Background: an optimization exercise with open tools, aiming at small area and a short achievable clock period. Do not read the settings as production practice.
In this exercise RTL edits were held to simulation tests only and were not proved equivalent to the original.

==> flow/design.v (outline; a module is shown in full before it is edited, if it fits) <==
// module Correlation_32: 1390 lines
// module corr32_fa: 4 lines
// module corr32_maj: 3 lines
// module corr32_aoi: 3 lines
// module corr32_oai: 3 lines
// module corr32_ha: 4 lines
module Correlation_32(
    input [31:0] Num_1,
    input [31:0] Num_2,
    input [31:0] Num_3,
    input [31:0] Num_4,
    input [31:0] Num_5,
    input [31:0] Num_6,
    input [31:0] Num_7,
    input [31:0] Num_8,
    input [31:0] Num_9,
    input [31:0] Num_10,
    input [31:0] Num_11,
    input [31:0] Num_12,
    input [31:0] Num_13,
    input [31:0] Num_14,
    input [31:0] Num_15,
    input [31:0] Num_16,
    input [31:0] Target_Num,
    input Clock,
    input Reset,
    output reg [3:0] Out_4
    );
  // ...
==> flow/flow/run.sh <==
#!/bin/bash
# Standard ORFS layout (the standard.sh), with the port buffers made from the
# smallest buffer cell, and timing repair aiming for 32.5 ns of setup slack.
set -euo pipefail
export BUFFER_PORTS_ARGS="-buffer_cell sky130_fd_sc_hd__buf_1"
export SETUP_SLACK_MARGIN=32.5
bash standard.sh > standard.log 2>&1
==> flow/standard.sh <==
#!/bin/bash
# synth_recipe.tcl (not shown) runs the flow's synth.tcl, then flattens the netlist and writes it again
# the make line also repeats each setting of config.mk as NAME=value (left out here)
make -C /OpenROAD-flow-scripts/flow DESIGN_CONFIG=/design/flow/config.mk WORK_HOME=/design/flow/orfs CLKGATE_MAP_FILE= SYNTH_SCRIPT=/design/flow/synth_recipe.tcl "${@:-finish}"
==> flow/config.mk <==
export PLATFORM = sky130hd
export DESIGN_NAME = Correlation_32
export DESIGN_NICKNAME = Correlation_32
export VERILOG_FILES = /design/flow/design.v
export SDC_FILE = /design/flow/constraint.sdc
export NUM_CORES = 4
export LEC_CHECK = 0
export CAP_MARGIN = 20
export CORE_MARGIN = 2
export CORE_UTILIZATION = 60
export CTS_BUF_LIST = sky130_fd_sc_hd__clkbuf_2
export PLACE_DENSITY = 0.85
export SLEW_MARGIN = 20
export SYNTH_HIERARCHICAL = 1
export SYNTH_MINIMUM_KEEP_SIZE = 0
==> flow/constraint.sdc <==
create_clock -name core_clock -period 50.0 [get_ports {Clock}]
set_input_delay 10.0000 -clock core_clock [delete_from_list [all_inputs] [get_ports {Clock}]]
set_output_delay 10.0000 -clock core_clock [all_outputs]
set_load 0.01 [all_outputs]
==> summary.md, run 1 <==
| Metric | Value |
|---|---|
| # setup viols final | 0 |
| Worst-path maximum fanout | 16 |
| First-pass GRT wire length | 93.18 mm |
| Commonest non-fill, non-tap cells in the layout | buf_1 (517), xor2_1 (506), fa_1 (416), maj3_2 (156), ha_1 (80) |
| #FFs+latches synth | 4 |
| Mapped cell area | 17,530 µm² |
| Row count | 62 |
| Ys flop type | dfrtp_1 |
| Critical Path Max Stage Delay | 0.67 ns |
| Postcts setup bufs | 0 |
| Uppermost layer routed | met4 |
| Cell Area, Placed | 19,800 µm² |
| Max Slew Vio Count | 0 |
| Tap cell count | 384 |
| Fillers | 2,103 |
| Max Fclk | 0.05754 GHz |
| Buffers & Inverters on Critical Path | 1 |
| Crit path launch type | input pin |
| WL/cell | 27.49 µm |
| Cts hold-fix bufs | 0 |
| Status | complete, no violations |
| Total global-route track usage | 41.88% |
| WL final | 64.19 mm |
| Sequential cells | 4 |
| Initial core utilization | 61.09% |
| GRT busiest layer | met2 |
| Final clock-cell share | 0.07462% |
| Reg with most FFs | Out_4 |
| Worst EP required | 50.11 ns |
| Multi-input combinational area share | 84.27% |
==> run 2, diff against run 1 <==
--- a/flow/config.mk
+++ b/flow/config.mk
@@ -10,5 +10,4 @@
 export CORE_UTILIZATION = 60
 export CTS_BUF_LIST = sky130_fd_sc_hd__clkbuf_2
-export PLACE_DENSITY = 0.85
 export SLEW_MARGIN = 20
 export SYNTH_HIERARCHICAL = 1
==> run 2 against run 1 <==
Against the previous run:
- still clean on timing, DRC and antenna
- die area did not move
- first-iteration DRC count fell by 11%
- cell count rose by 0.26%
- wire length fell by 4.3%
- global-route usage fell by 1.8 points
- flip-flop and latch count did not move
- count of clock-buffer cells in the layout did not move
- via count fell by 3.3%
- synthesized area did not move
- maximum frequency rose by 0.25%
- hold slack improved by 0.00089 ns
==> summary.md, run 2 <==
| Metric | Value |
|---|---|
| Initial antenna violation count | 4 (was 1) |
| Initial core utilization | 61.09% (unchanged) |
| Die Width | 175.0 µm (unchanged) |
| Cts hold-fix bufs | 0 (unchanged) |
| Top post-synthesis cells by count | xor2_1 (512), fa_1 (416), maj3_2 (156) (unchanged) |
| CP Class | input pin to flip-flop (unchanged) |
| Longest Clk Path Bufs | 2 (unchanged) |
| Core Box Area | 28,700 µm² (unchanged) |
| Initial drt markers | 1,082 (was 1,220) |
| Yosys cell types | 42 (unchanged) |
| Detail Route Antenna Nets | 0 (unchanged) |
| Post-CTS sizing | 26 (was 33) |
| Post-Route Setup TNS | 0 ns (unchanged) |
| Nets | 2,998 (was 2,994) |
| Ratio of cells with drive above 1 in the final layout | 11.26% (was 11.23%) |
| Worst slew pin tran | 1.014 ns (was 0.9958 ns) |
| Biggest regs | Out_4 x4 (unchanged) |
| Vias per Instance | 5.860 (was 6.072) |
| Reg with most FFs | Out_4 (unchanged) |
| Commonest non-fill, non-tap cell in the layout | buf_1 (unchanged) |
| Syn Area/Cell | 12.00 µm² (unchanged) |
| Clk root buf | clkbuf_2 (unchanged) |
| IO Pins | 550 (unchanged) |
| #FFs+latches synth | 4 (unchanged) |
| Final Hold Vio Count | 0 (unchanged) |
| Fillers | 2,185 (was 2,103) |
| Dpl cells | 2,335 (was 2,330) |
| Vias in the first global route | 15,258 (was 16,038) |
| Worst EP required | 50.12 ns (was 50.11 ns) |
| Status | complete, no violations (unchanged) |
| Drt drc | 0 (unchanged) |
| Initial DRT Pass Iterations | 6 (was 7) |
| CP arrival | 17.46 ns (was 17.48 ns) |
| GPL Wtd Cong | 0.9790 (was 1.006) |
| Fin crit share | 34.67% (was 34.76%) |
| Routed vias | 13,718 (was 14,179) |
| Post-detail-place hpwl | 50.37 mm (was 51.41 mm) |
| CTS clk-pin slew, worst paths | 0.05 ns (was 0.04 ns) |
| Num CTS Buffers | 3 (unchanged) |
| Seq/Total Area, Yosys | 0.5709% (unchanged) |
| Total global-route track usage | 40.06% (was 41.88%) |
| H-tree lvl count | 1 (unchanged) |
| # setup viols final | 0 (unchanged) |
| Max Fclk | 0.05769 GHz (was 0.05754 GHz) |
| Max Slew Vio Count | 0 (unchanged) |
| Synth area leaders | fa_1 (47%), xor2_1 (26%), maj3_2 (10%) (unchanged) |
| CTS sink cnt | 4 (unchanged) |
| Largest net degree at the start of global routing | 17 (unchanged) |
| Row count | 62 (unchanged) |
| Commonest non-fill, non-tap cells in the layout | buf_1 (517), xor2_1 (512), fa_1 (416), maj3_2 (156), ha_1 (80) (was buf_1 (517), xor2_1 (506), fa_1 (416), maj3_2 (156), ha_1 (80)) |
| RSZ-0062 raised after global routing | false (unchanged) |
| CTS tree | done (unchanged) |
| Remaining Overflow, GRT | 0 (unchanged) |
| Setup crit end kind | flip-flop (unchanged) |
| First-pass GRT wire length | 89.27 mm (was 93.18 mm) |
| Mapped cell area | 17,530 µm² (unchanged) |
| Synth area leader | fa_1 (unchanged) |
| Ys async rst share | 100.0% (unchanged) |
| Top-count cell post-synth | xor2_1 (unchanged) |
| Synth Warn # | 7 (unchanged) |
| Cell Count, Final, Fillers Out | 2,341 (was 2,335) |
| WL/cell | 26.24 µm (was 27.49 µm) |
| Ys flop type | dfrtp_1 (unchanged) |
| Chip Height | 175.0 µm (unchanged) |
| Max Cap Viol | 0 (unchanged) |
| Slew margin rel. | 32.41% (was 33.61%) |
| Post-synth EDFFs | 0 (unchanged) |
| WL final | 61.43 mm (was 64.19 mm) |
| HP Class | input pin to async pin (unchanged) |
| Full die area | 30,610 µm² (unchanged) |
| Syn Nets | 2,503 (unchanged) |
| Largest register FFs | 4 (unchanged) |
| PortBufs | 549 (unchanged) |
| Crit path launch type | input pin (unchanged) |
| Mapped Cells | 1,461 (unchanged) |
| Post-synth top area share | 47.50% (unchanged) |
| Postcts setup bufs | 0 (unchanged) |
| Min Clock Period, post-route | 17.34 ns (was 17.38 ns) |
| Synth-to-layout area growth | 14.24% (was 14.75%) |
| Worst-path maximum fanout | 16 (unchanged) |
-- run 2: cell counts after synthesis --
Identical to the previous run, type by type.
-- run 2: area by class of cell --
cell class / instances / area [µm²] / area share [%]
diodes: 3 / 7.507 / 0.03748
inverters: 61 / 229.0 / 1.143
flip-flops and latches: 4 / 100.1 / 0.4997
multi-input cells: 1330 / 16950 / 84.62
well taps: 384 / 480.5 / 2.399
repair buffers: 556 / 2248 / 11.22
clock buffers: 3 / 15.01 / 0.07495
-- run 2: final timing paths --
check                              startpoint  depth (start not counted)  slack, ns                 end
min in group core_clock    Out_4[0]$_DFF_PP0_                          1      10.75            Out_4[0]
max in group asynchronous               Reset                          2      40.12  Out_4[2]$_DFF_PP0_
worst min-delay path                    Reset                          2       9.69  Out_4[0]$_DFF_PP0_
worst max-delay path           Target_Num[26]                         22      32.66  Out_4[1]$_DFF_PP0_
-- run 2: per-layer routing --
layer,part of all wire [%],up-vias,track usage (%)
li1,-,5732,-
met1,35,6930,48.57
met2,49,882,69.19
met3,10,172,8.768
met4,5.0,2,17.05
met5,0.0065,-,0
-- run 2: kinds of logic after synthesis --
| kind of cell | after synthesis | synth area share [%] |
|---|---|---|
| XOR/XNOR | 512 | 25.57 |
| flip-flops | 4 | 0.5709 |
| multiplexers | 9 | 0.5994 |
| adder cells (fa/ha/maj) | 652 | 63.22 |
| buffers and inverters | 127 | 3.175 |
| AND/OR/NAND/NOR | 109 | 4.460 |
| AO/OA/AOI/OAI | 48 | 2.398 |
-- run 2: per-module statistics from Yosys, one instance, submodules excluded --
module          copies in the design  flip-flops and latches  area (µm²)
corr32_ha                         80                       0       12.51
Correlation_32                     1                       4        6449
corr32_maj                       156                       0       11.26
corr32_fa                        416                       0       20.02
-- run 2: through the flow --
stage | hold WS, ns | setup WS, ns | instance area, µm² | utilization [%]
2_1_floorplan | 9.766 | 32.92 | 17530 | -
3_3_place_gp | 9.908 | 31.97 | 19840 | 69.12
3_5_place_dp | 9.910 | 31.90 | 19840 | 69.12
4_1_cts | 9.680 | 32.53 | 19940 | 69.46
5_1_grt | 9.681 | 32.50 | 20030 | 69.79
6_report | 9.686 | 32.66 | 20030 | 69.79
-- run 2: worst max-delay path, cell delays in order --
cell and delay [ns]:
clkbuf_4 0.32, xor2_1 0.28, fa_1 0.64, fa_1 0.45, fa_1 0.44, ha_1 0.20, fa_1 0.38, fa_1 0.39
fa_1 0.45, ha_1 0.37, inv_1 0.08, maj3_2 0.31, maj3_2 0.31, maj3_2 0.36, or4b_2 0.64, nand4_1 0.16
nand2_1 0.08, maj3_2 0.31, maj3_2 0.32, mux2_4 0.31, or3_4 0.41, o2111ai_1 0.21
==> run 3, diff against run 2 <==
--- a/flow/config.mk
+++ b/flow/config.mk
@@ -8,5 +8,5 @@
 export CAP_MARGIN = 20
 export CORE_MARGIN = 2
-export CORE_UTILIZATION = 60
+export CORE_UTILIZATION = 65
 export CTS_BUF_LIST = sky130_fd_sc_hd__clkbuf_2
 export SLEW_MARGIN = 20
==> run 3 against run 2 <==
Against the previous run:
- still clean on timing, DRC and antenna
- critical path type unchanged
- first-iteration DRC count up 3.4%
- cell area is 0.11% higher
- largest cell class unchanged
- die area down 7.5%
- synthesized area stayed put
- synthesized cell count unchanged
==> summary.md, run 3 <==
| Metric | Value |
|---|---|
| Top post-synthesis cells by count | xor2_1 (512), fa_1 (416), maj3_2 (156) (unchanged) |
| Max Fclk | 0.05769 GHz (about the same) |
| Num CTS Buffers | 3 (unchanged) |
| Max Slew Vio Count | 0 (unchanged) |
| CP arrival | 17.44 ns (was 17.46 ns) |
| Worst slew pin tran | 0.9760 ns (was 1.014 ns) |
| Postcts setup bufs | 0 (unchanged) |
| RSZ-0062 raised after global routing | false (unchanged) |
| Commonest non-fill, non-tap cell in the layout | buf_1 (unchanged) |
| #FFs+latches synth | 4 (unchanged) |
| Synth area leaders | fa_1 (47%), xor2_1 (26%), maj3_2 (10%) (unchanged) |
| PortBufs | 549 (unchanged) |
| Detail Route Antenna Nets | 0 (unchanged) |
| CTS sink cnt | 4 (unchanged) |
| Max Cap Viol | 0 (unchanged) |
| Cell Count, Final, Fillers Out | 2,303 (was 2,341) |
| Slew margin rel. | 34.93% (was 32.41%) |
| WL/cell | 26.71 µm (was 26.24 µm) |
| HP Class | input pin to async pin (unchanged) |
| Dpl cells | 2,294 (was 2,335) |
| Post-Place Setup Slack | 31.97 ns (was 31.90 ns) |
| Mapped cell area | 17,530 µm² (unchanged) |
| Syn Area/Cell | 12.00 µm² (unchanged) |
| Remaining Overflow, GRT | 0 (unchanged) |
| Syn Nets | 2,503 (unchanged) |
| Clk root buf | clkbuf_2 (unchanged) |
| Ys flop type | dfrtp_1 (unchanged) |
| Initial antenna violation count | 6 (was 4) |
| First-pass GRT wire length | 90.29 mm (was 89.27 mm) |
| Hold slack final | 9.663 ns (was 9.686 ns) |
| Drt drc | 0 (unchanged) |
| Die Width | 168.2 µm (was 175.0 µm) |
| Seq/Total Area, Yosys | 0.5709% (unchanged) |
| Routed vias | 13,848 (was 13,718) |
| Longest Clk Path Bufs | 2 (unchanged) |
| DRT met1 WL | 21.15 mm (was 21.72 mm) |
| Post-detail-place hpwl | 50.88 mm (was 50.37 mm) |
| Fin crit share | 34.67% (about the same) |
| Setup crit end kind | flip-flop (unchanged) |
| Mapped Cells | 1,461 (unchanged) |
| Cell Area, Placed | 19,800 µm² (was 19,840 µm²) |
| CTS clk-pin slew, worst paths | 0.05 ns (about the same) |
| Chip Height | 168.2 µm (was 175.0 µm) |
| Uppermost layer routed | met5 (unchanged) |
| WL met2 | 29.11 mm (was 30.35 mm) |
| Cts hold-fix bufs | 0 (unchanged) |
| Core Box Area | 26,730 µm² (was 28,700 µm²) |
| Met3 wire length | 7.097 mm (was 6.273 mm) |
| Total global-route track usage | 43.94% (was 40.06%) |
| Worst-path maximum fanout | 16 (unchanged) |
| Synth-to-layout area growth | 14.37% (was 14.24%) |
| Post-Route Setup TNS | 0 ns (unchanged) |
| Full die area | 28,310 µm² (was 30,610 µm²) |
| Initial DRT Pass Iterations | 5 (was 6) |
| CP Class | input pin to flip-flop (unchanged) |
| Vias in the first global route | 15,491 (was 15,258) |
| H-tree lvl count | 1 (unchanged) |
| Final Hold Vio Count | 0 (unchanged) |
| Fin worst setup slack | 32.66 ns (about the same) |
| Synth area leader | fa_1 (unchanged) |
| Min Clock Period, post-route | 17.34 ns (about the same) |
| Largest net degree at the start of global routing | 17 (unchanged) |
| # setup viols final | 0 (unchanged) |
| Reg with most FFs | Out_4 (unchanged) |
| Yosys cell types | 42 (unchanged) |
| Synth Warn # | 7 (unchanged) |
| GPL Wtd Cong | 1.018 (was 0.9790) |
| Row count | 60 (was 62) |
| Initial drt markers | 1,119 (was 1,082) |
| WL final | 61.51 mm (was 61.43 mm) |
| Status | complete, no violations (unchanged) |
| Nets | 3,000 (was 2,998) |
| Initial core utilization | 65.61% (was 61.09%) |
| Vias per Instance | 6.013 (was 5.860) |
| Crit path launch type | input pin (unchanged) |
| Fin util | 75.04% (was 69.79%) |
| Ratio of cells with drive above 1 in the final layout | 11.40% (was 11.26%) |
| Commonest non-fill, non-tap cells in the layout | buf_1 (517), xor2_1 (510), fa_1 (416), maj3_2 (156), ha_1 (80) (was buf_1 (517), xor2_1 (512), fa_1 (416), maj3_2 (156), ha_1 (80)) |
| Biggest regs | Out_4 x4 (unchanged) |
| Worst EP required | 50.10 ns (was 50.12 ns) |
| Fillers | 1,911 (was 2,185) |
| Post-synth top area share | 47.50% (unchanged) |
| Post-synth EDFFs | 0 (unchanged) |
| CTS tree | done (unchanged) |
| IO Pins | 550 (unchanged) |
| Top-count cell post-synth | xor2_1 (unchanged) |
| Ys async rst share | 100.0% (unchanged) |
| Final instance area | 20,050 µm² (was 20,030 µm²) |
| Largest register FFs | 4 (unchanged) |
[run 3: how the worst max path moves through the flow]
| stage | endpoint | slack [ns] | from |
|---|---|---|---|
| 6_report | Out_4[1]$_DFF_PP0_ | 32.66 | Target_Num[16] |
| 5_1_grt | Out_4[1]$_DFF_PP0_ | 32.49 | Target_Num[21] |
| 4_1_cts | Out_4[1]$_DFF_PP0_ | 32.50 | Target_Num[23] |
| 3_3_place_gp | Out_4[0]$_DFF_PP0_ | 32.01 | Target_Num[13] |
| 2_1_floorplan | Out_4[0]$_DFF_PP0_ | 32.92 | Target_Num[13] |
| 3_5_place_dp | Out_4[1]$_DFF_PP0_ | 31.97 | Target_Num[13] |
[run 3: timing repair]
action / CTS / global route
setup endpoints to repair: 4 / 4
resized for setup: 24 / 53
pin swaps: 0 / 1
hold endpoints to repair: 0 / 0
[run 3: kinds of logic after synthesis]
family | share of synthesized area (%)
AOI/OAI and AO/OA | 2.398
xor gates and xnor gates | 25.57
adders and majority gates | 63.22
buffers and inverters | 3.175
DFF | 0.5709
muxes | 0.5994
and+or+nand+nor | 4.460
[run 3: critical path, cell delays in order]
cell       delay, ns
clkbuf_2        0.10
buf_8           0.24
xor2_1          0.29
fa_1            0.48
fa_1            0.56
fa_1            0.44
ha_1            0.21
fa_1            0.38
fa_1            0.39
fa_1            0.44
ha_1            0.37
inv_1           0.08
maj3_2          0.31
maj3_2          0.31
maj3_2          0.36
or4b_2          0.64
nand4_1         0.15
nand2_1         0.08
maj3_2          0.32
maj3_2          0.31
mux2_4          0.32
or3_4           0.41
o2111ai_1       0.22
[run 3: routing by layer]
layer  global-route usage (%)  up-vias
li1                         -     5733
met1                    51.91     6929
met2                    71.16      962
met3                    13.99      222
met4                    25.34        2
met5                        0        -
[run 3: layout make-up]
type / instances / area, µm² / share of cell area, %
Tap cell: 341 / 426.7 / 2.128
Sequential cell: 4 / 100.1 / 0.4991
Timing Repair Buffer: 558 / 2300 / 11.47
Inverter: 61 / 229.0 / 1.142
Multi-Input combinational cell: 1330 / 16970 / 84.61
Clock buffer: 3 / 15.01 / 0.07487
Antenna cell: 6 / 15.01 / 0.07487
[run 3: per-module statistics from Yosys, one instance, submodules excluded]
module          flops+latches  cell area [µm²]
corr32_maj                  0            11.26
corr32_fa                   0            20.02
corr32_ha                   0            12.51
Correlation_32              4             6449
==> run 4, diff against run 3 <==
==> flow/flow/run.sh (replaced) <==
#!/bin/bash
# Standard ORFS layout (the standard.sh), with the port buffers made from the
# smallest buffer cell, and timing repair aiming for 32.7 ns of setup slack.
set -euo pipefail
export BUFFER_PORTS_ARGS="-buffer_cell sky130_fd_sc_hd__buf_1"
export SETUP_SLACK_MARGIN=32.7
bash standard.sh > standard.log 2>&1
--- a/flow/config.mk
+++ b/flow/config.mk
@@ -8,5 +8,5 @@
 export CAP_MARGIN = 20
 export CORE_MARGIN = 2
-export CORE_UTILIZATION = 65
+export CORE_UTILIZATION = 60
 export CTS_BUF_LIST = sky130_fd_sc_hd__clkbuf_2
 export SLEW_MARGIN = 20
==> run 4 against run 3 <==
Against the previous run:
- non-clock buffer count increased by 4
- count of clock-buffer cells in the layout is the same
- worst setup slack better by 0.12 ns
- synthesized cell count did not move
- cell area increased by 2.1%
- sequential share of layout area is essentially flat
- die area increased by 8.1%
==> summary.md, run 4 <==
| Metric | Value |
|---|---|
| Commonest non-fill, non-tap cells in the layout | buf_1 (517), xor2_1 (494), fa_1 (416), maj3_2 (156), ha_1 (77) (was buf_1 (517), xor2_1 (510), fa_1 (416), maj3_2 (156), ha_1 (80)) |
| Reg with most FFs | Out_4 (unchanged) |
| Initial antenna violation count | 5 (was 6) |
| HP Class | input pin to async pin (unchanged) |
| Syn Nets | 2,503 (unchanged) |
| GPL Wtd Cong | 0.9790 (was 1.018) |
| H-tree lvl count | 1 (unchanged) |
| Synth Area in XOR/XNOR | 25.57% (unchanged) |
| Buffers & Inverters on Critical Path | 1 (was 3) |
| CTS tree | done (unchanged) |
| Dpl cells | 2,335 (was 2,294) |
| Remaining Overflow, GRT | 0 (unchanged) |
| Worst-path maximum fanout | 16 (unchanged) |
| Synth-to-layout area growth | 16.74% (was 14.37%) |
| CP Cell Sequence | buf_8 > xor2_1 > fa_1 > fa_1 > fa_1 > ha_1 > fa_1 > fa_1 > fa_1 > ha_1 > maj3_2 > maj3_2 > maj3_2 > or4b_2 > nand4_1 > nand2_1 > maj3_2 > maj3_2 > mux2_4 > or3_4 > o2111ai_1 (was clkbuf_2 > buf_8 > xor2_1 > fa_1 > fa_1 > fa_1 > ha_1 > fa_1 > fa_1 > fa_1 > ha_1 > inv_1 > maj3_2 > maj3_2 > maj3_2 > or4b_2 > nand4_1 > nand2_1 > maj3_2 > maj3_2 > mux2_4 > or3_4 > o2111ai_1) |
| Crit path depth | 21 (was 23) |
| Worst slew pin tran | 1.033 ns (was 0.9760 ns) |
| # setup viols final | 0 (unchanged) |
| Biggest regs | Out_4 x4 (unchanged) |
| Critical Path Max Stage Delay | 0.67 ns (was 0.64 ns) |
| Largest register FFs | 4 (unchanged) |
| Post-Synth Simple-Gate Area | 4.460% (unchanged) |
| Yosys cell types | 42 (unchanged) |
| Status | complete, no violations (unchanged) |
| Crit path launch type | input pin (unchanged) |
| PortBufs | 549 (unchanged) |
| Final Hold Vio Count | 0 (unchanged) |
| Cell mode on critical path | fa_1 (unchanged) |
| Largest net degree at the start of global routing | 17 (unchanged) |
| Largest family of logic cells by synthesized area | adder cells (unchanged) |
| RSZ-0062 raised after global routing | false (unchanged) |
| Vias per Instance | 5.905 (was 6.013) |
| Commonest non-fill, non-tap cell in the layout | buf_1 (unchanged) |
| Initial core utilization | 61.09% (was 65.61%) |
| Synth area leaders | fa_1 (47%), xor2_1 (26%), maj3_2 (10%) (unchanged) |
| First-pass GRT wire length | 89.51 mm (was 90.29 mm) |
| Delay-heaviest family, CP | adder cells (unchanged) |
| Synth Area in Compound Gates | 2.398% (unchanged) |
| WL/cell | 26.59 µm (was 26.71 µm) |
| Chip Height | 175.0 µm (was 168.2 µm) |
| Nets | 3,004 (was 3,000) |
| Top-count cell post-synth | xor2_1 (unchanged) |
| Min Clock Period, post-route | 17.22 ns (was 17.34 ns) |
| Total global-route track usage | 40.17% (was 43.94%) |
| Post-detail-place hpwl | 50.37 mm (was 50.88 mm) |
| Drt drc | 0 (unchanged) |
| Full die area | 30,610 µm² (was 28,310 µm²) |
| Max Fclk | 0.05808 GHz (was 0.05769 GHz) |
| Longest Clk Path Bufs | 2 (unchanged) |
| Initial DRT Pass Iterations | 5 (unchanged) |
| Synth area leader | fa_1 (unchanged) |
| Syn Area/Cell | 12.00 µm² (unchanged) |
| Clk root buf | clkbuf_2 (unchanged) |
| Post-synthesis mux area share | 0.5994% (unchanged) |
| Routed vias | 13,866 (was 13,848) |
| Die Width | 175.0 µm (was 168.2 µm) |
| Vias in the first global route | 15,321 (was 15,491) |
| Top post-synthesis cells by count | xor2_1 (512), fa_1 (416), maj3_2 (156) (unchanged) |
| Seq/Total Area, Yosys | 0.5709% (unchanged) |
| Crit-path slowest cell | or4b_2 (unchanged) |
| Adder-Cell Fraction of Synth Area | 63.22% (unchanged) |
| IO Pins | 550 (unchanged) |
| Slew margin rel. | 31.11% (was 34.93%) |
| Fillers | 2,111 (was 1,911) |
| Post-synth top area share | 47.50% (unchanged) |
| Mapped cell area | 17,530 µm² (unchanged) |
| Num CTS Buffers | 3 (unchanged) |
| Max Cap Viol | 0 (unchanged) |
| Fin crit share | 34.44% (was 34.67%) |
| Cell Count, Final, Fillers Out | 2,348 (was 2,303) |
| CP Class | input pin to flip-flop (unchanged) |
| Initial drt markers | 1,144 (was 1,119) |
| #FFs+latches synth | 4 (unchanged) |
| Post-Route Setup TNS | 0 ns (unchanged) |
| CTS clk-pin slew, worst paths | 0.05 ns (about the same) |
| Core Box Area | 28,700 µm² (was 26,730 µm²) |
| Synth Warn # | 7 (unchanged) |
| Hold slack final | 9.692 ns (was 9.663 ns) |
| Row count | 62 (was 60) |
| Ys async rst share | 100.0% (unchanged) |
| Ys flop type | dfrtp_1 (unchanged) |
| Detail Route Antenna Nets | 0 (unchanged) |
| CP arrival | 17.34 ns (was 17.44 ns) |
| Worst EP required | 50.12 ns (was 50.10 ns) |
| Worst Setup SP | Target_Num[14] (was Target_Num[16]) |
| WL final | 62.42 mm (was 61.51 mm) |
| Setup crit end kind | flip-flop (unchanged) |
| Post-synth EDFFs | 0 (unchanged) |
| CTS sink cnt | 4 (unchanged) |
| Mapped Cells | 1,461 (unchanged) |
| Ratio of cells with drive above 1 in the final layout | 12.70% (was 11.40%) |
| Max Slew Vio Count | 0 (unchanged) |
[run 4: cell counts after synthesis]
Identical to the previous run, type by type.
[run 4: worst max-delay path by stage]
| stage | slack [ns] | to |
|---|---|---|
| floorplan | 32.92 | Out_4[0]$_DFF_PP0_ |
| global placement | 31.97 | Out_4[0]$_DFF_PP0_ |
| detailed placement | 31.90 | Out_4[1]$_DFF_PP0_ |
| CTS | 32.72 | Out_4[1]$_DFF_PP0_ |
| global route | 32.67 | Out_4[1]$_DFF_PP0_ |
| finish | 32.78 | Out_4[1]$_DFF_PP0_ |
[run 4: cells by family (layout without fill, tap and decap cells)]
kind of cell / Yosys count / count (layout)
mux: 9 / 9
buf+inv: 127 / 626
fa+ha+maj: 652 / 652
compound gates: 48 / 48
other cells: 0 / 4
simple gates: 109 / 109
xor+xnor: 512 / 512
flops: 4 / 4
[run 4: modules after synthesis, one instance, submodules excluded]
module | copies in the design | cells inside | area, µm² | flops+latches
corr32_ha | 80 | 1 | 12.51 | 0
corr32_fa | 416 | 1 | 20.02 | 0
Correlation_32 | 1 | 809 | 6449 | 4
corr32_maj | 156 | 1 | 11.26 | 0
[run 4: timing repair]
action,in CTS,in global routing
endpoints found under the setup margin,4,4
buffers inserted,0,6
hold buffers,0,0
gates resized for setup,50,78
pin swaps,0,3
[run 4: cell type report]
| type | instances | area, µm² | area share [%] |
|---|---|---|---|
| Multi-Input combinational cell | 1330 | 17130 | 83.70 |
| Timing Repair Buffer | 562 | 2502 | 12.22 |
| Tap cell | 384 | 480.5 | 2.347 |
| Inverter | 61 | 229.0 | 1.119 |
| Sequential cell | 4 | 100.1 | 0.4890 |
| Clock buffer | 3 | 15.01 | 0.07335 |
| Antenna cell | 4 | 10.01 | 0.04890 |
[run 4: through the flow]
stage / utilization, % / worst slack (ns) / area (µm²)
finish: 71.32 / 32.78 / 20470
global route: 71.32 / 32.67 / 20470
detailed placement: 69.12 / 31.90 / 19840
global placement: 69.12 / 31.97 / 19840
floorplan: - / 32.92 / 17530
CTS: 69.96 / 32.72 / 20080
[run 4: routing by layer]
metal,track usage (%),share of wire (%),up-vias
met5,0,0.029,-
met4,17.36,5.0,2
met3,8.681,10,189
met2,68.87,50,951
met1,49.09,35,6996
li1,-,-,5728
==> run 5, diff against run 4 <==
==> flow/flow/run.sh (replaced) <==
#!/bin/bash
# Standard ORFS layout (the standard.sh), with the port buffers made from the
# smallest buffer cell, every combinational cell of the synthesized netlist set to its
# smallest drive strength, and timing repair aiming for 32.5 ns of setup slack.
set -euo pipefail
export BUFFER_PORTS_ARGS="-buffer_cell sky130_fd_sc_hd__buf_1"
export SETUP_SLACK_MARGIN=32.5
export POST_SYNTH_TCL="$PWD/flow/downsize.tcl"
bash standard.sh > standard.log 2>&1
==> flow/flow/downsize.tcl (new file) <==
# After synthesis: give every combinational cell the smallest drive strength of its
# kind (same function, smaller area); timing repair later sizes up what it needs.
set db [ord::get_db]
set n 0
foreach inst [[ord::get_db_block] getInsts] {
  set m [$inst getMaster]
  set name [$m getName]
  if {![regexp {^(sky130_fd_sc_hd__[a-z0-9]+)_([0-9]+)$} $name -> base size]} { continue }
  if {[regexp {df|dl|fa$|ha$|conb|tap|clkbuf|clkinv|clkdly|dly} $base]} { continue }
  set best ""
  set best_area 1e30
  foreach s {0 1 2} {
    set cand [$db findMaster ${base}_$s]
    if {$cand eq "NULL" || $cand eq ""} { continue }
    set a [expr {[$cand getWidth] * [$cand getHeight]}]
    if {$a < $best_area} { set best $cand; set best_area $a }
  }
  if {$best ne "" && [$best getName] ne $name && $best_area < [$m getWidth] * [$m getHeight]} {
    $inst swapMaster $best
    incr n
  }
}
puts "downsize.tcl: $n cells given a smaller drive strength"
--- a/flow/config.mk
+++ b/flow/config.mk
@@ -9,5 +9,4 @@
 export CORE_MARGIN = 2
 export CORE_UTILIZATION = 60
-export CTS_BUF_LIST = sky130_fd_sc_hd__clkbuf_2
 export SLEW_MARGIN = 20
 export SYNTH_HIERARCHICAL = 1
==> run 5 against run 4 <==
Against the previous run:
- die area down 1.8%
- maximum frequency down 0.92%
==> summary.md, run 5 <==
| Metric | Value |
|---|---|
| Status | complete, no violations (unchanged) |
| Worst slew pin tran | 0.8870 ns (was 1.033 ns) |
| Syn Nets | 2,503 (unchanged) |
| CTS sink cnt | 4 (unchanged) |
| Cell mode on critical path | fa_1 (unchanged) |
| Initial DRT Pass Iterations | 5 (unchanged) |
| Worst Setup SP | Target_Num[13] (was Target_Num[14]) |
| Min Clock Period, post-route | 17.38 ns (was 17.22 ns) |
| Dpl cells | 2,324 (was 2,335) |
| Synth-to-layout area growth | 22.16% (was 16.74%) |
| Crit-path slowest cell | or4b_2 (unchanged) |
| First-pass GRT wire length | 93.49 mm (was 89.51 mm) |
| Drt drc | 0 (unchanged) |
| Vias in the first global route | 16,025 (was 15,321) |
| WL final | 64.88 mm (was 62.42 mm) |
| CP Cell Sequence | clkbuf_16 > xor2_1 > fa_1 > fa_2 > fa_1 > ha_1 > fa_1 > fa_1 > fa_1 > ha_1 > maj3_1 > maj3_1 > maj3_2 > or4b_2 > nand4_1 > nand2_1 > maj3_1 > maj3_1 > mux2_4 > or3_4 > o2111ai_2 (was buf_8 > xor2_1 > fa_1 > fa_1 > fa_1 > ha_1 > fa_1 > fa_1 > fa_1 > ha_1 > maj3_2 > maj3_2 > maj3_2 > or4b_2 > nand4_1 > nand2_1 > maj3_2 > maj3_2 > mux2_4 > or3_4 > o2111ai_1) |
| # setup viols final | 0 (unchanged) |
| IO Pins | 550 (unchanged) |
| Crit path launch type | input pin (unchanged) |
| Largest net degree at the start of global routing | 17 (unchanged) |
| CP Class | input pin to flip-flop (unchanged) |
| Fin crit share | 34.76% (was 34.44%) |
| Slew margin rel. | 40.87% (was 31.11%) |
| Longest Clk Path Bufs | 2 (unchanged) |
| HP Class | input pin to async pin (unchanged) |
| Final Hold Vio Count | 0 (unchanged) |
| CP endpoint | Out_4[0]$_DFF_PP0_ (was Out_4[1]$_DFF_PP0_) |
| CTS clk-pin slew, worst paths | 0.03 ns (was 0.05 ns) |
| Worst EP required | 50.13 ns (was 50.12 ns) |
| CTS tree | done (unchanged) |
| Full die area | 30,040 µm² (was 30,610 µm²) |
| Syn Area/Cell | 11.78 µm² (was 12.00 µm²) |
| Synth Warn # | 7 (unchanged) |
| Nets | 3,003 (was 3,004) |
| Mapped Cells | 1,461 (unchanged) |
| H-tree lvl count | 1 (unchanged) |
| Critical Path Max Stage Delay | 0.69 ns (was 0.67 ns) |
| Post-Route Setup TNS | 0 ns (unchanged) |
| Final instance area | 21,020 µm² (was 20,470 µm²) |
| Worst-path maximum fanout | 16 (unchanged) |
| PortBufs | 549 (unchanged) |
| Clk root buf | clkbuf_16 (was clkbuf_2) |
| RSZ-0062 raised after global routing | true (was false) |
| WL/cell | 27.71 µm (was 26.59 µm) |
| Num CTS Buffers | 3 (unchanged) |
| Routed vias | 13,989 (was 13,866) |
| Buffers & Inverters on Critical Path | 1 (unchanged) |
| Ratio of cells with drive above 1 in the final layout | 9.648% (was 12.70%) |
| Delay-heaviest family, CP | adder cells (unchanged) |
| Initial drt markers | 1,031 (was 1,144) |
| Die Width | 173.3 µm (was 175.0 µm) |
| Crit path depth | 21 (unchanged) |
| Total global-route track usage | 42.22% (was 40.17%) |
| Max Fclk | 0.05755 GHz (was 0.05808 GHz) |
| GPL Wtd Cong | 1.016 (was 0.9790) |
| CP arrival | 17.51 ns (was 17.34 ns) |
| Mapped cell area | 17,200 µm² (was 17,530 µm²) |
| Cell Area, Placed | 19,560 µm² (was 19,840 µm²) |
| Detail Route Antenna Nets | 0 (unchanged) |
| Core Box Area | 28,010 µm² (was 28,700 µm²) |
| Remaining Overflow, GRT | 0 (unchanged) |
| Commonest non-fill, non-tap cell in the layout | buf_1 (unchanged) |
| Post-detail-place hpwl | 52.99 mm (was 50.37 mm) |
| Max Slew Vio Count | 0 (unchanged) |
| Max Cap Viol | 0 (unchanged) |
| Row count | 61 (was 62) |
| Reg with most FFs | Out_4 (unchanged) |
| Setup crit end kind | flip-flop (unchanged) |
| Largest register FFs | 4 (unchanged) |
| Biggest regs | Out_4 x4 (unchanged) |
| Initial antenna violation count | 4 (was 5) |
| Chip Height | 173.3 µm (was 175.0 µm) |
| Cell Count, Final, Fillers Out | 2,341 (was 2,348) |
| Initial core utilization | 61.42% (was 61.09%) |
| Commonest non-fill, non-tap cells in the layout | buf_1 (517), xor2_1 (445), fa_1 (407), maj3_1 (137), xor2_2 (65) (was buf_1 (517), xor2_1 (494), fa_1 (416), maj3_2 (156), ha_1 (77)) |
| Vias per Instance | 5.976 (was 5.905) |
run 5: how the worst min path moves through the flow:
stage	from	endpoint	slack [ns]
final	Reset	Out_4[2]$_DFF_PP0_	9.65
after global routing	Reset	Out_4[2]$_DFF_PP0_	9.65
after CTS	Reset	Out_4[2]$_DFF_PP0_	9.65
after detailed placement	Reset	Out_4[2]$_DFF_PP0_	9.88
after global placement	Reset	Out_4[2]$_DFF_PP0_	9.87
after floorplan	Reset	Out_4[0]$_DFF_PP0_	9.77
run 5: what timing repair did:
action,4_1_cts,5_1_grt
resized for setup,79,164
endpoints found under the hold margin,0,0
gates cloned,0,1
pin swaps,5,17
buffers inserted,1,8
hold buffers,0,0
setup endpoints to repair,4,4
run 5: layout make-up:
class | instances | area [µm²]
Clock buffer | 3 | 75.07
Tap cell | 378 | 473.0
Sequential cell | 4 | 100.1
Timing Repair Buffer | 561 | 2539
Inverter | 61 | 229.0
Multi-Input combinational cell | 1330 | 17590
Antenna cell | 4 | 10.01
Fill cell | 1949 | 6994
run 5: stage by stage:
step | setup WS (ns) | utilization, % | hold slack (ns)
final | 32.62 | 75.03 | 9.655
after global routing | 32.45 | 75.03 | 9.655
after CTS | 32.49 | 71.56 | 9.646
after floorplan | 32.50 | - | 9.766
after global placement | 31.62 | 69.84 | 9.870
after detailed placement | 31.56 | 69.84 | 9.880
run 5: layer usage:
metal | global-route usage [%] | vias to the layer above | wire length [µm]
met2 | 73.22 | 928 | 32590
li1 | - | 5688 | -
met4 | 27.47 | 0 | 5311
met5 | 0 | - | 0
met1 | 47.97 | 7092 | 21410
met3 | 7.785 | 281 | 5570

-- re-timing with driven ports --
Ports are ideal in the flow. The routed layouts listed here were re-timed in OpenROAD. Step 1: set_driving_cell puts a clkbuf_16 on Clock and a buf_2 on each other input, an assumption about the parent block. Step 2 also shifts input and output timing later by t, the mid clock arrival at the registers, as if the neighbouring blocks saw the same clock. a / b / c = ideal / step 1 / step 2; a / b = the first two.
run | t, ns | setup slack, ns | clock arrival spread, ns | pins driven straight from the clock port
run 1 | 0.228 | 32.622 / 32.600 / 32.372 | 0.004 / 0.004 | 1
run 2 | 0.241 | 32.665 / 32.666 / 32.425 | 0.005 / 0.004 | 1
run 3 | 0.232 | 32.665 / 32.663 / 32.431 | 0.009 / 0.008 | 1
run 4 | 0.240 | 32.782 / 32.756 / 32.515 | 0.006 / 0.007 | 1
run 5 | 0.250 | 32.622 / 32.585 / 32.335 | 0.002 / 0.002 | 1
After both steps setup and hold are still met in every run listed. The setup slack of run 5, which loses most, moves by -0.037 ns with the drivers and by -0.287 ns with both steps.
